Context: an optimization exercise on an open-source flow, tuned for small area and a short achievable clock period. The choices shown serve that exercise and are no tape-out recipe. Where RTL was checked, it was by simulation tests only, not by an equivalence proof against the original. Power is estimated from default activity; no workload was simulated.

==> inputs of run F <==
==> flow/design.v <==
`timescale 1ns / 1ps
module mul_csa (
    input  [7:0] A,
    input  [9:1] A3,
    input  [3:0] s1,
    input  [3:0] s2,
    input  [3:0] s3,
    output [15:0] s,
    output [14:0] t
);
    wire [9:0] a1 = {2'b0, A};
    wire [9:0] a2 = {1'b0, A, 1'b0};
    wire [9:0] a3 = {A3, A[0]};
    wire [9:0] p0, p1, p2, p3;
    assign p0 = ({10{s1[0]}} & a1) | ({10{s2[0]}} & a2) | ({10{s3[0]}} & a3);
    assign p1 = ({10{s1[1]}} & a1) | ({10{s2[1]}} & a2) | ({10{s3[1]}} & a3);
    assign p2 = ({10{s1[2]}} & a1) | ({10{s2[2]}} & a2) | ({10{s3[2]}} & a3);
    assign p3 = ({10{s1[3]}} & a1) | ({10{s2[3]}} & a2) | ({10{s3[3]}} & a3);
    wire hs0 = p0[6] ^ p1[4];
    wire hc0 = p0[6] & p1[4];
    wire fs0 = p0[7] ^ p1[5] ^ p2[3];
    wire fc0 = (p0[7] & p1[5]) | (p0[7] & p2[3]) | (p1[5] & p2[3]);
    wire fs1 = p0[8] ^ p1[6] ^ p2[4];
    wire fc1 = (p0[8] & p1[6]) | (p0[8] & p2[4]) | (p1[6] & p2[4]);
    wire fs2 = p0[9] ^ p1[7] ^ p2[5];
    wire fc2 = (p0[9] & p1[7]) | (p0[9] & p2[5]) | (p1[7] & p2[5]);
    wire hs1 = p1[8] ^ p2[6];
    wire hc1 = p1[8] & p2[6];
    wire hs2 = p1[9] ^ p2[7];
    wire hc2 = p1[9] & p2[7];
    wire hs3 = p0[4] ^ p1[2];
    wire hc3 = p0[4] & p1[2];
    wire fs3 = p0[5] ^ p1[3] ^ p2[1];
    wire fc3 = (p0[5] & p1[3]) | (p0[5] & p2[1]) | (p1[3] & p2[1]);
    wire fs4 = p2[2] ^ p3[0] ^ hs0;
    wire fc4 = (p2[2] & p3[0]) | (p2[2] & hs0) | (p3[0] & hs0);
    wire fs5 = p3[1] ^ hc0 ^ fs0;
    wire fc5 = (p3[1] & hc0) | (p3[1] & fs0) | (hc0 & fs0);
    wire fs6 = p3[2] ^ fc0 ^ fs1;
    wire fc6 = (p3[2] & fc0) | (p3[2] & fs1) | (fc0 & fs1);
    wire fs7 = p3[3] ^ fc1 ^ fs2;
    wire fc7 = (p3[3] & fc1) | (p3[3] & fs2) | (fc1 & fs2);
    wire fs8 = p3[4] ^ hs1 ^ fc2;
    wire fc8 = (p3[4] & hs1) | (p3[4] & fc2) | (hs1 & fc2);
    wire fs9 = p3[5] ^ hc1 ^ hs2;
    wire fc9 = (p3[5] & hc1) | (p3[5] & hs2) | (hc1 & hs2);
    wire fs10 = p2[8] ^ p3[6] ^ hc2;
    wire fc10 = (p2[8] & p3[6]) | (p2[8] & hc2) | (p3[6] & hc2);
    wire hs4 = p2[9] ^ p3[7];
    wire hc4 = p2[9] & p3[7];
    assign s[0] = p0[0];
    assign s[1] = p0[1];
    assign s[2] = p0[2];
    assign s[3] = p0[3];
    assign s[4] = p2[0];
    assign s[5] = hc3;
    assign s[6] = fc3;
    assign s[7] = fc4;
    assign s[8] = fc5;
    assign s[9] = fc6;
    assign s[10] = fc7;
    assign s[11] = fs9;
    assign s[12] = fs10;
    assign s[13] = hs4;
    assign s[14] = p3[8];
    assign s[15] = p3[9];
    assign t[0] = 1'b0;
    assign t[1] = 1'b0;
    assign t[2] = p1[0];
    assign t[3] = p1[1];
    assign t[4] = hs3;
    assign t[5] = fs3;
    assign t[6] = fs4;
    assign t[7] = fs5;
    assign t[8] = fs6;
    assign t[9] = fs7;
    assign t[10] = fs8;
    assign t[11] = fc8;
    assign t[12] = fc9;
    assign t[13] = fc10;
    assign t[14] = hc4;
endmodule
module pe (
    input clk,
    input [2:0] a,
    input [1:0] r,
    input [7:0] in1,
    input [7:0] filter,
    output reg [15:0] pe_out
);
    reg [7:0] A;
    reg [9:1] A3;              
    reg [3:0] s1, s2, s3;      
    reg [15:0] cs;
    reg [14:0] ct;
    wire [15:0] ms;
    wire [14:0] mt;
    mul_csa mul (.A(A), .A3(A3), .s1(s1), .s2(s2), .s3(s3), .s(ms), .t(mt));
    wire [7:0] B = {s2[3] | s3[3], s1[3] | s3[3], s2[2] | s3[2], s1[2] | s3[2],
                    s2[1] | s3[1], s1[1] | s3[1], s2[0] | s3[0], s1[0] | s3[0]};
    wire [3:0] f_lo = {filter[6], filter[4], filter[2], filter[0]};
    wire [3:0] f_hi = {filter[7], filter[5], filter[3], filter[1]};
    always @(posedge clk) begin
        if (r == 2'b00) begin
            A <= in1;
            A3 <= in1[7:1] + in1;
            s1 <= f_lo & ~f_hi;
            s2 <= ~f_lo & f_hi;
            s3 <= f_lo & f_hi;
        end
        if (r == 2'b01)
            pe_out <= {{(16-16){1'b0}}, cs} + {{(16-15){1'b0}}, ct};
        case (a)
            3'b000: begin cs <= {{(16-8){1'b0}}, A};  ct <= {{(15-8){1'b0}}, B}; end
            3'b001: begin cs <= ms;         ct <= mt; end
            3'b010: begin cs <= {{(16-8){1'b0}}, A & B}; ct <= 0; end
            3'b011: begin cs <= {{(16-8){1'b0}}, A | B}; ct <= 0; end
            3'b100: begin cs <= {{(16-8){1'b0}}, ~A}; ct <= 0; end
            3'b101: begin cs <= {{(16-8){1'b0}}, ~B}; ct <= 0; end
            default: ;
        endcase
    end
endmodule
module TopModule (
    input clk,
    input [31:0] global_data,
    input [7:0] global_control,
    input [11:0] global_control2,
    input [31:0] global_filter,
    output [63:0] global_output
);
    genvar i;
    generate
        for (i = 0; i < 4; i = i + 1) begin : PE_INST
            pe pe_inst (
                .clk(clk),
                .a(global_control2[3*i +: 3]),
                .r(global_control[2*i +: 2]),
                .in1(global_data[8*i +: 8]),
                .filter(global_filter[8*i +: 8]),
                .pe_out(global_output[16*i +: 16])
            );
        end
    endgenerate
endmodule
==> flow/run.sh <==
#!/bin/bash
# synth_recipe.tcl (not shown) runs the flow's synth.tcl, then flattens the netlist and writes it again
# the make line also repeats each setting of config.mk as NAME=value (left out here)
make -C /OpenROAD-flow-scripts/flow DESIGN_CONFIG=/design/flow/config.mk WORK_HOME=/design/flow/orfs CLKGATE_MAP_FILE= SYNTH_SCRIPT=/design/flow/synth_recipe.tcl finish
==> flow/config.mk <==
export PLATFORM = sky130hd
export DESIGN_NAME = TopModule
export DESIGN_NICKNAME = TopModule
export VERILOG_FILES = /design/flow/design.v
export SDC_FILE = /design/flow/constraint.sdc
export NUM_CORES = 4
export LEC_CHECK = 0
export CAP_MARGIN = 20
export CORE_MARGIN = 2
export CORE_UTILIZATION = 50
export CTS_CLUSTER_DIAMETER = 150
export CTS_CLUSTER_SIZE = 28
export SETUP_SLACK_MARGIN = 4.5
export SLEW_MARGIN = 20
==> flow/constraint.sdc <==
create_clock -name core_clock -period 7.0 [get_ports {clk}]
set_input_delay 1.4000 -clock core_clock [delete_from_list [all_inputs] [get_ports {clk}]]
set_output_delay 1.4000 -clock core_clock [all_outputs]
set_load 0.01 [all_outputs]
==> run G (differences from run F) <==
--- a/flow/design.v
+++ b/flow/design.v
@@ -2,8 +2,6 @@
 module mul_csa (
     input  [7:0] A,
-    input  [9:1] A3,
-    input  [3:0] s1,
-    input  [3:0] s2,
-    input  [3:0] s3,
+    input  [9:2] A3,
+    input  [7:0] B,
     output [15:0] s,
     output [14:0] t
@@ -11,10 +9,17 @@
     wire [9:0] a1 = {2'b0, A};
     wire [9:0] a2 = {1'b0, A, 1'b0};
-    wire [9:0] a3 = {A3, A[0]};
     wire [9:0] p0, p1, p2, p3;
-    assign p0 = ({10{s1[0]}} & a1) | ({10{s2[0]}} & a2) | ({10{s3[0]}} & a3);
-    assign p1 = ({10{s1[1]}} & a1) | ({10{s2[1]}} & a2) | ({10{s3[1]}} & a3);
-    assign p2 = ({10{s1[2]}} & a1) | ({10{s2[2]}} & a2) | ({10{s3[2]}} & a3);
-    assign p3 = ({10{s1[3]}} & a1) | ({10{s2[3]}} & a2) | ({10{s3[3]}} & a3);
+    wire [1:0] d0 = B[1:0];
+    assign p0 = ({10{d0 == 2'd1}} & a1) | ({10{d0 == 2'd2}} & a2) |
+                ({10{d0 == 2'd3}} & {A3, A[1] ^ A[0], A[0]});
+    wire [1:0] d1 = B[3:2];
+    assign p1 = ({10{d1 == 2'd1}} & a1) | ({10{d1 == 2'd2}} & a2) |
+                ({10{d1 == 2'd3}} & {A3, A[1] ^ A[0], A[0]});
+    wire [1:0] d2 = B[5:4];
+    assign p2 = ({10{d2 == 2'd1}} & a1) | ({10{d2 == 2'd2}} & a2) |
+                ({10{d2 == 2'd3}} & {A3, A[1] ^ A[0], A[0]});
+    wire [1:0] d3 = B[7:6];
+    assign p3 = ({10{d3 == 2'd1}} & a1) | ({10{d3 == 2'd2}} & a2) |
+                ({10{d3 == 2'd3}} & {A3, A[1] ^ A[0], A[0]});
     wire hs0 = p0[6] ^ p1[4];
     wire hc0 = p0[6] & p1[4];
@@ -89,35 +94,42 @@
     output reg [15:0] pe_out
 );
-    reg [7:0] A;
-    reg [9:1] A3;              
-    reg [3:0] s1, s2, s3;      
+    reg [7:0] A, B;
+    reg [9:2] A3;      
     reg [15:0] cs;
-    reg [14:0] ct;
+    reg [14:4] ct;
+    reg cc;
     wire [15:0] ms;
     wire [14:0] mt;
-    mul_csa mul (.A(A), .A3(A3), .s1(s1), .s2(s2), .s3(s3), .s(ms), .t(mt));
-    wire [7:0] B = {s2[3] | s3[3], s1[3] | s3[3], s2[2] | s3[2], s1[2] | s3[2],
-                    s2[1] | s3[1], s1[1] | s3[1], s2[0] | s3[0], s1[0] | s3[0]};
-    wire [3:0] f_lo = {filter[6], filter[4], filter[2], filter[0]};
-    wire [3:0] f_hi = {filter[7], filter[5], filter[3], filter[1]};
+    mul_csa mul (.A(A), .A3(A3), .B(B), .s(ms), .t(mt));
+    wire [8:0] in3 = in1[7:1] + in1;    
+    reg [15:0] xs;
+    reg [14:0] xt;
+    always @(*) begin
+        case (a)
+            3'b000: begin xs = {{(16-8){1'b0}}, A};  xt = {{(15-8){1'b0}}, B}; end
+            3'b001: begin xs = ms;                     xt = mt; end
+            3'b010: begin xs = {{(16-8){1'b0}}, A & B}; xt = 0; end
+            3'b011: begin xs = {{(16-8){1'b0}}, A | B}; xt = 0; end
+            3'b100: begin xs = {{(16-8){1'b0}}, ~A}; xt = 0; end
+            default: begin xs = {{(16-8){1'b0}}, ~B}; xt = 0; end
+        endcase
+    end
+    wire [4:0] lo_mul = ms[3:0] + mt[3:0];
+    wire [4:0] lo_add = A[3:0] + B[3:0];
+    wire [4:0] lo = (a == 3'b001) ? lo_mul : (a == 3'b000) ? lo_add : {1'b0, xs[3:0]};
+    wire [15:4] hi = cs[15:4] + ct + cc;
     always @(posedge clk) begin
         if (r == 2'b00) begin
             A <= in1;
-            A3 <= in1[7:1] + in1;
-            s1 <= f_lo & ~f_hi;
-            s2 <= ~f_lo & f_hi;
-            s3 <= f_lo & f_hi;
+            A3 <= in3[8:1];
+            B <= filter;
         end
         if (r == 2'b01)
-            pe_out <= {{(16-16){1'b0}}, cs} + {{(16-15){1'b0}}, ct};
-        case (a)
-            3'b000: begin cs <= {{(16-8){1'b0}}, A};  ct <= {{(15-8){1'b0}}, B}; end
-            3'b001: begin cs <= ms;         ct <= mt; end
-            3'b010: begin cs <= {{(16-8){1'b0}}, A & B}; ct <= 0; end
-            3'b011: begin cs <= {{(16-8){1'b0}}, A | B}; ct <= 0; end
-            3'b100: begin cs <= {{(16-8){1'b0}}, ~A}; ct <= 0; end
-            3'b101: begin cs <= {{(16-8){1'b0}}, ~B}; ct <= 0; end
-            default: ;
-        endcase
+            pe_out <= {hi, cs[3:0]};
+        if (~(a[2] & a[1])) begin
+            cs <= {xs[15:4], lo[3:0]};
+            ct <= xt[14:4];
+            cc <= lo[4];
+        end
     end
 endmodule
==> flow/flow/run.sh (new file) <==
#!/bin/bash
# Standard synthesis, then the standard layout steps, with the port buffers
# started as sky130_fd_sc_hd__buf_1 (timing repair resizes them as needed).
set -euo pipefail
bash standard.sh synth > synth_make.log 2>&1
export BUFFER_PORTS_ARGS="-buffer_cell sky130_fd_sc_hd__buf_1"
bash standard.sh finish > finish_make.log 2>&1
==> flow/standard.sh (new file) <==
#!/bin/bash
# synth_recipe.tcl (not shown) runs the flow's synth.tcl, then flattens the netlist and writes it again
# the make line also repeats each setting of config.mk as NAME=value (left out here)
make -C /OpenROAD-flow-scripts/flow DESIGN_CONFIG=/design/flow/config.mk WORK_HOME=/design/flow/orfs CLKGATE_MAP_FILE= SYNTH_SCRIPT=/design/flow/synth_recipe.tcl "${@:-finish}"
--- a/flow/config.mk
+++ b/flow/config.mk
@@ -8,7 +8,8 @@
 export CAP_MARGIN = 20
 export CORE_MARGIN = 2
-export CORE_UTILIZATION = 50
+export CORE_UTILIZATION = 60
 export CTS_CLUSTER_DIAMETER = 150
 export CTS_CLUSTER_SIZE = 28
-export SETUP_SLACK_MARGIN = 4.5
+export SETUP_SLACK_MARGIN = 4.4
 export SLEW_MARGIN = 20
+export TNS_END_PERCENT = 50
removed: flow/run.sh
==> run P (differences from run F) <==
--- a/flow/design.v
+++ b/flow/design.v
@@ -2,8 +2,6 @@
 module mul_csa (
     input  [7:0] A,
-    input  [9:1] A3,
-    input  [3:0] s1,
-    input  [3:0] s2,
-    input  [3:0] s3,
+    input  [9:0] A3,
+    input  [7:0] B,
     output [15:0] s,
     output [14:0] t
@@ -11,10 +9,17 @@
     wire [9:0] a1 = {2'b0, A};
     wire [9:0] a2 = {1'b0, A, 1'b0};
-    wire [9:0] a3 = {A3, A[0]};
     wire [9:0] p0, p1, p2, p3;
-    assign p0 = ({10{s1[0]}} & a1) | ({10{s2[0]}} & a2) | ({10{s3[0]}} & a3);
-    assign p1 = ({10{s1[1]}} & a1) | ({10{s2[1]}} & a2) | ({10{s3[1]}} & a3);
-    assign p2 = ({10{s1[2]}} & a1) | ({10{s2[2]}} & a2) | ({10{s3[2]}} & a3);
-    assign p3 = ({10{s1[3]}} & a1) | ({10{s2[3]}} & a2) | ({10{s3[3]}} & a3);
+    wire [1:0] d0 = B[1:0];
+    assign p0 = ({10{d0 == 2'd1}} & a1) | ({10{d0 == 2'd2}} & a2) |
+                ({10{d0 == 2'd3}} & A3);
+    wire [1:0] d1 = B[3:2];
+    assign p1 = ({10{d1 == 2'd1}} & a1) | ({10{d1 == 2'd2}} & a2) |
+                ({10{d1 == 2'd3}} & A3);
+    wire [1:0] d2 = B[5:4];
+    assign p2 = ({10{d2 == 2'd1}} & a1) | ({10{d2 == 2'd2}} & a2) |
+                ({10{d2 == 2'd3}} & A3);
+    wire [1:0] d3 = B[7:6];
+    assign p3 = ({10{d3 == 2'd1}} & a1) | ({10{d3 == 2'd2}} & a2) |
+                ({10{d3 == 2'd3}} & A3);
     wire hs0 = p0[6] ^ p1[4];
     wire hc0 = p0[6] & p1[4];
@@ -89,23 +94,16 @@
     output reg [15:0] pe_out
 );
-    reg [7:0] A;
-    reg [9:1] A3;              
-    reg [3:0] s1, s2, s3;      
+    reg [7:0] A, B;
+    reg [9:0] A3;
     reg [15:0] cs;
     reg [14:0] ct;
     wire [15:0] ms;
     wire [14:0] mt;
-    mul_csa mul (.A(A), .A3(A3), .s1(s1), .s2(s2), .s3(s3), .s(ms), .t(mt));
-    wire [7:0] B = {s2[3] | s3[3], s1[3] | s3[3], s2[2] | s3[2], s1[2] | s3[2],
-                    s2[1] | s3[1], s1[1] | s3[1], s2[0] | s3[0], s1[0] | s3[0]};
-    wire [3:0] f_lo = {filter[6], filter[4], filter[2], filter[0]};
-    wire [3:0] f_hi = {filter[7], filter[5], filter[3], filter[1]};
+    mul_csa mul (.A(A), .A3(A3), .B(B), .s(ms), .t(mt));
     always @(posedge clk) begin
         if (r == 2'b00) begin
             A <= in1;
-            A3 <= in1[7:1] + in1;
-            s1 <= f_lo & ~f_hi;
-            s2 <= ~f_lo & f_hi;
-            s3 <= f_lo & f_hi;
+            A3 <= {2'b0, in1} + {1'b0, in1, 1'b0};
+            B <= filter;
         end
         if (r == 2'b01)
--- a/flow/config.mk
+++ b/flow/config.mk
@@ -8,7 +8,5 @@
 export CAP_MARGIN = 20
 export CORE_MARGIN = 2
-export CORE_UTILIZATION = 50
-export CTS_CLUSTER_DIAMETER = 150
-export CTS_CLUSTER_SIZE = 28
-export SETUP_SLACK_MARGIN = 4.5
+export CORE_UTILIZATION = 40
+export SETUP_SLACK_MARGIN = 4.2
 export SLEW_MARGIN = 20
==> qor summary <==
item	run F	run G	run P
Count of instances resized after the clock tree is built	384	15	114
Leak Pwr	8.87 nW	8.23 nW	9.34 nW
Worst setup path end	PE_INST[3].pe_inst.ct[7]$_DFFE_PP_	PE_INST[0].pe_inst.A3[7]$_DFFE_PN_	PE_INST[1].pe_inst.A3[8]$_DFFE_PN_
Maximum fanout along the worst path	2	5	4
Number of antenna violations at the first check in global routing	1	0	1
Total of clock buffers placed in the layout	15	13	42
Combinational power	0.00140 W	0.00102 W	0.00120 W
Overall Global Routing Usage	0.219	0.245	0.174
Reg-to-reg critical path endpoint	PE_INST[3].pe_inst.ct[7]$_DFFE_PP_	PE_INST[3].pe_inst.ct[8]$_DFFE_PN_	PE_INST[0].pe_inst.ct[7]$_DFFE_PP_
Via Count	15200	13700	14200
Clock network share of area	0.0176	0.0166	0.0490
Clk slew on worst S/H paths	0.10 ns	0.10 ns	0.06 ns
Clock share of power	0.203	0.207	0.339
Number of buffers inserted during clock tree synthesis	14	13	35
Growth of design area from synthesis to finish	18.2%	8.56%	18.8%
Status	finished clean	finished clean	finished clean
Ant diodes	0	0	1
Number of instances in the synthesized netlist	1818	1777	1812
Number of cells traversed by the worst register-to-register path	7	5	7
Post-placement cell count	2358	2228	2470
Final sequential cell count	304	272	288
Sw frac	0.303	0.301	0.282
Placed instance area	0.0214 mm²	0.0193 mm²	0.0213 mm²
FF/Latch Area	0.00913 mm²	0.00817 mm²	0.00865 mm²
Met1 track demand over resource in global routing	0.280	0.332	0.223
Power density cells	206 mW/mm²	195 mW/mm²	228 mW/mm²
Routed WL per cell	18.2 µm	17.7 µm	16.9 µm
The RTL of run F and run P was laid out without a check of its function.

[separate check: timing with driven ports]
In the flow no input, the clock included, has a driving cell. The finished layouts below were timed again as built, in two steps. Step 1 sets driving cells, clkbuf_16 on the clock port and buf_2 on the other inputs (assumed; they add their load-dependent delay and slew). Step 2 adds t to the input delays and takes it off the output delays; t is the mean of the earliest and latest rising clock arrival at the registers after step 1. Input paths then give back, and output paths get back, about the clock's delay inside the block. Three values: no drivers, after step 1, after step 2; two values: the first two.
run	t (ns)	setup slack, ns	worst hold slack (ns)	worst register clock-pin slew, ns	worst slew at a driven data input, ns
run F	0.557	4.465 / 4.413 / 3.961	0.558 / 0.558 / 0.558	0.11 / 0.11	0.09
run G	0.539	4.390 / 4.377 / 3.838	0.429 / 0.429 / 0.429	0.11 / 0.11	0.08
run P	0.591	4.247 / 4.249 / 3.658	0.538 / 0.538 / 0.538	0.06 / 0.06	0.07
After both steps every run listed still meets setup and hold. The setup slack of run P, which loses most, moves by +0.002 ns with the drivers and by -0.589 ns with both steps.
